This design comes from an exercise in tuning for small area on the open sky130 flow, not from production work.
The RTL was checked by simulation tests, not by an equivalence proof against the original design.
Power and IR drop assume default switching activity.

==> inputs of 08-06 <==
## Game_Top
module Game_Top(clk, rst, pixel_index, game_sw, VOLUME_SW, btnL, btnR, btnC, volume, oled_data);
export LEC_CHECK = 0
export ABC_AREA = 1
export CAP_MARGIN = 20
export CELL_PAD_IN_SITES_DETAIL_PLACEMENT = 1
export CORE_MARGIN = 2
export CORE_UTILIZATION = 35
export PLACE_DENSITY = 0.45
export SETUP_SLACK_MARGIN = 0.4
export SLEW_MARGIN = 20
create_clock -name core_clock -period 20.0 [get_ports {clk}]
standard.sh (not shown) runs the stock make flow with config.mk's settings and CLKGATE_MAP_FILE= SYNTH_SCRIPT=/design/flow/synth_recipe.tcl, a recipe that flattens the netlist after the stock synthesis.
==> flow/flow/run.sh <==
#!/bin/bash
# Own flow: the standard layout (standard.sh) with these changes:
# - ABC maps the combinational logic with its area-oriented &nf mapper
#   (flow/abc_area.script) instead of ORFS's abc_area.script, whose
#   buffer/upsize steps add area. The rest of synthesis, including the
#   register mapping, is ORFS's synthesis as standard.sh runs it.
# - every port still gets a buffer, but a buf_1 (BUFFER_PORTS_ARGS);
# - clock tree synthesis without dummy loads, clkbuf_8 buffers under a
#   clkbuf_16 root, clusters of at most 12 sinks (CTS_ARGS).
# The tools' full output goes to standard_flow.log here and to ORFS's logs.
set -euo pipefail
WORK=$(pwd)
rm -rf "$WORK/scripts_own"
cp -r "$FLOW_HOME/scripts" "$WORK/scripts_own"
cp "$WORK/flow/abc_area.script" "$WORK/scripts_own/abc_area.script"
bash "$WORK/standard.sh" "SCRIPTS_DIR=$WORK/scripts_own" \
  "BUFFER_PORTS_ARGS=-buffer_cell sky130_fd_sc_hd__buf_1" \
  "CTS_ARGS=-sink_clustering_enable -repair_clock_nets -dont_use_dummy_load -buf_list sky130_fd_sc_hd__clkbuf_8 -root_buf sky130_fd_sc_hd__clkbuf_16 -sink_clustering_size 12 -sink_clustering_max_diameter 80" \
  finish > "$WORK/standard_flow.log" 2>&1
==> flow/flow/abc_area.script <==
strash
dch -f
&get -n
&nf -R 1000
&put
topo
==> 06-01: changes against 08-06 <==
--- a/flow/flow/run.sh
+++ b/flow/flow/run.sh
@@ -16,3 +16,3 @@
 bash "$WORK/standard.sh" "SCRIPTS_DIR=$WORK/scripts_own" \
-  "BUFFER_PORTS_ARGS=-buffer_cell sky130_fd_sc_hd__buf_1" \
+  "BUFFER_PORTS_ARGS=-buffer_cell sky130_fd_sc_hd__buf_4" \
   "CTS_ARGS=-sink_clustering_enable -repair_clock_nets -dont_use_dummy_load -buf_list sky130_fd_sc_hd__clkbuf_8 -root_buf sky130_fd_sc_hd__clkbuf_16 -sink_clustering_size 12 -sink_clustering_max_diameter 80" \
--- a/flow/config.mk
+++ b/flow/config.mk
@@ -11,4 +11,4 @@
 export CORE_MARGIN = 2
-export CORE_UTILIZATION = 35
-export PLACE_DENSITY = 0.45
+export CORE_UTILIZATION = 30
+export PLACE_DENSITY = 0.4
 export SETUP_SLACK_MARGIN = 0.4
==> 08-25: changes against 08-06 <==
--- a/flow/config.mk
+++ b/flow/config.mk
@@ -11,4 +11,4 @@
 export CORE_MARGIN = 2
-export CORE_UTILIZATION = 35
-export PLACE_DENSITY = 0.45
+export CORE_UTILIZATION = 30
+export PLACE_DENSITY = 0.4
 export SETUP_SLACK_MARGIN = 0.4
==> results.txt <==
| metric | 08-06 | 08-25 | 06-01 |
|---|---|---|---|
| Status | finished clean | finished clean | finished clean |
| Worst Path Buf+Inv | 6 | 5 | 4 |
| Summed area of non-filler cells in the final layout | 0.0154 mm2 | 0.0155 mm2 | 0.0157 mm2 |
| Layout clock area frac | 1.60% | 1.58% | 1.57% |
| Area used by multi-input combinational logic | 0.0104 mm2 | 0.0104 mm2 | 0.0104 mm2 |
| Final critical-path share of the clock period | 91.2% | 91.5% | 88.7% |
| Wire length per cell after detailed routing | 38.4 um | 38.4 um | 37.9 um |
| Fraction of power consumed by sequential logic | 30.0% | 29.9% | 29.4% |
| Worst skew pair latency | 390 ps | 390 ps | 400 ps |
| Cells after DPL | 2593 | 2685 | 2681 |
| Met2 usage in global routing | 73.4% | 64.7% | 64.7% |
| Area after DPL | 0.0151 mm2 | 0.0152 mm2 | 0.0154 mm2 |
| Ratio of cells with drive above 1 in the final layout | 4.82% | 5.14% | 7.00% |
| Tmin final | 18240 ps | 18310 ps | 17740 ps |
| Post-layout power | 1100 uW | 1110 uW | 1110 uW |
| Leakage power total | 0.00544 uW | 0.00548 uW | 0.00562 uW |
| Detailed Route WL | 101 mm | 104 mm | 103 mm |
| Hold slack final | 377 ps | 384 ps | 408 ps |
| Met3 demand-to-capacity share in global routing | 23.0% | 15.3% | 14.6% |

==> inputs of 06-23 <==
Game_Top, a different RTL version from the one above (not shown whole).
// Game_Top
module Game_Top(clk, rst, pixel_index, game_sw, VOLUME_SW, btnL, btnR, btnC, volume, oled_data);
clock: 20.0 ns
lec_check: 0
abc_area: 1
cap_margin: 20
cell_pad_in_sites_detail_placement: 1
core_margin: 2
core_utilization: 30
cts_buf_list: sky130_fd_sc_hd__clkbuf_8
gpl_timing_driven: 0
place_density: 0.4
slew_margin: 20
==> flow/flow/run.sh <==
#!/bin/bash
# Own flow: the standard layout (standard.sh), with one change: ABC maps
# the combinational logic with its area-oriented &nf mapper (flow/abc_area.script)
# instead of ORFS's abc_area.script, whose buffer/upsize steps add area.
# Everything else, including the register mapping, is ORFS's synthesis as
# standard.sh runs it.
set -euo pipefail
WORK=$(pwd)
rm -rf "$WORK/scripts_own"
cp -r "$FLOW_HOME/scripts" "$WORK/scripts_own"
cp "$WORK/flow/abc_area.script" "$WORK/scripts_own/abc_area.script"
bash "$WORK/standard.sh" "SCRIPTS_DIR=$WORK/scripts_own" "BUFFER_PORTS_ARGS=-buffer_cell sky130_fd_sc_hd__buf_1" finish > "$WORK/standard_flow.log" 2>&1
Scripts as last shown in full above: flow/flow/abc_area.script
==> inputs of 07-27, as changes to 06-23 <==
--- a/flow/flow/run.sh
+++ b/flow/flow/run.sh
@@ -10,3 +10,3 @@
 cp -r "$FLOW_HOME/scripts" "$WORK/scripts_own"
 cp "$WORK/flow/abc_area.script" "$WORK/scripts_own/abc_area.script"
-bash "$WORK/standard.sh" "SCRIPTS_DIR=$WORK/scripts_own" "BUFFER_PORTS_ARGS=-buffer_cell sky130_fd_sc_hd__buf_1" finish > "$WORK/standard_flow.log" 2>&1
+bash "$WORK/standard.sh" "SCRIPTS_DIR=$WORK/scripts_own" "BUFFER_PORTS_ARGS=-buffer_cell sky130_fd_sc_hd__buf_1" "CTS_ARGS=-sink_clustering_enable -repair_clock_nets -dont_use_dummy_load -buf_list sky130_fd_sc_hd__clkbuf_8 -root_buf sky130_fd_sc_hd__clkbuf_16 -sink_clustering_size 12 -sink_clustering_max_diameter 80" finish > "$WORK/standard_flow.log" 2>&1
CTS_BUF_LIST = not set   (was sky130_fd_sc_hd__clkbuf_8)
==> results.txt <==
quantity	07-27	06-23
Outcome	timing/DRC/antenna clean	timing/DRC/antenna clean
Routed via count divided by cell count	7.03	7.02
Total length of routed met2 wires	41.0 mm	41.6 mm
Shortest clock period the worst path allows after layout	19570 ps	19230 ps
Multi-input combinational area share	0.675	0.669
Global routing met2 resource utilization	0.578	0.586
Total area of multi-input combinational cells	10900 um^2	10900 um^2
Part of the total power dissipated in the clock network	0.179	0.214
Design Area, Final	16200 um^2	16300 um^2
Detailed-route wire length	101 mm	101 mm
Relative area change from synthesis to final layout	13.4%	14.4%
Crit-path max cell delay	650 ps	570 ps
VDD IR max	49.1 uV	61.9 uV
Number of fill cells in the layout	5857	5843
End-of-flow core utilization	0.345	0.349
Met3 Resource Use GR	0.131	0.140
Worst hold slack after final layout	383 ps	387 ps
Met1 Track Usage GR	0.505	0.497
Final routed wire length divided by cell count	37.0 um	36.8 um
Combinational power	572 uW	574 uW

-- afterwards: timing with drivers on the ports --
The flow's constraints put no driver on any port. The routed layouts listed below were extracted and timed again, unchanged, in two steps.
Step 1 sets driving cells, clkbuf_16 on the clock port and buf_2 on the other inputs (assumed; they add their load-dependent delay and slew).
Step 2 adds t to the input delays and takes it off the output delays; t is the mean of the earliest and latest rising clock arrival at the registers after step 1. Input paths then give back, and output paths get back, about the clock's delay inside the block.
Slacks: ideal ports / drivers / drivers and shift; pairs: ideal ports / drivers.
run | shift t [ns] | setup slack, ns | worst slew at a driven data input, ns | cell pins on the clock port's net
08-06 | 0.418 | 1.757 / 1.733 / 1.733 | 0.09 | 1
06-01 | 0.431 | 2.264 / 2.238 / 2.238 | 0.06 | 1
08-25 | 0.425 | 1.692 / 1.670 / 1.670 | 0.06 | 1
06-23 | 0.605 | 0.773 / 0.746 / 0.746 | 0.08 | 1
07-27 | 0.489 | 0.431 / 0.404 / 0.404 | 0.08 | 1
After both steps every run listed still meets setup and hold.
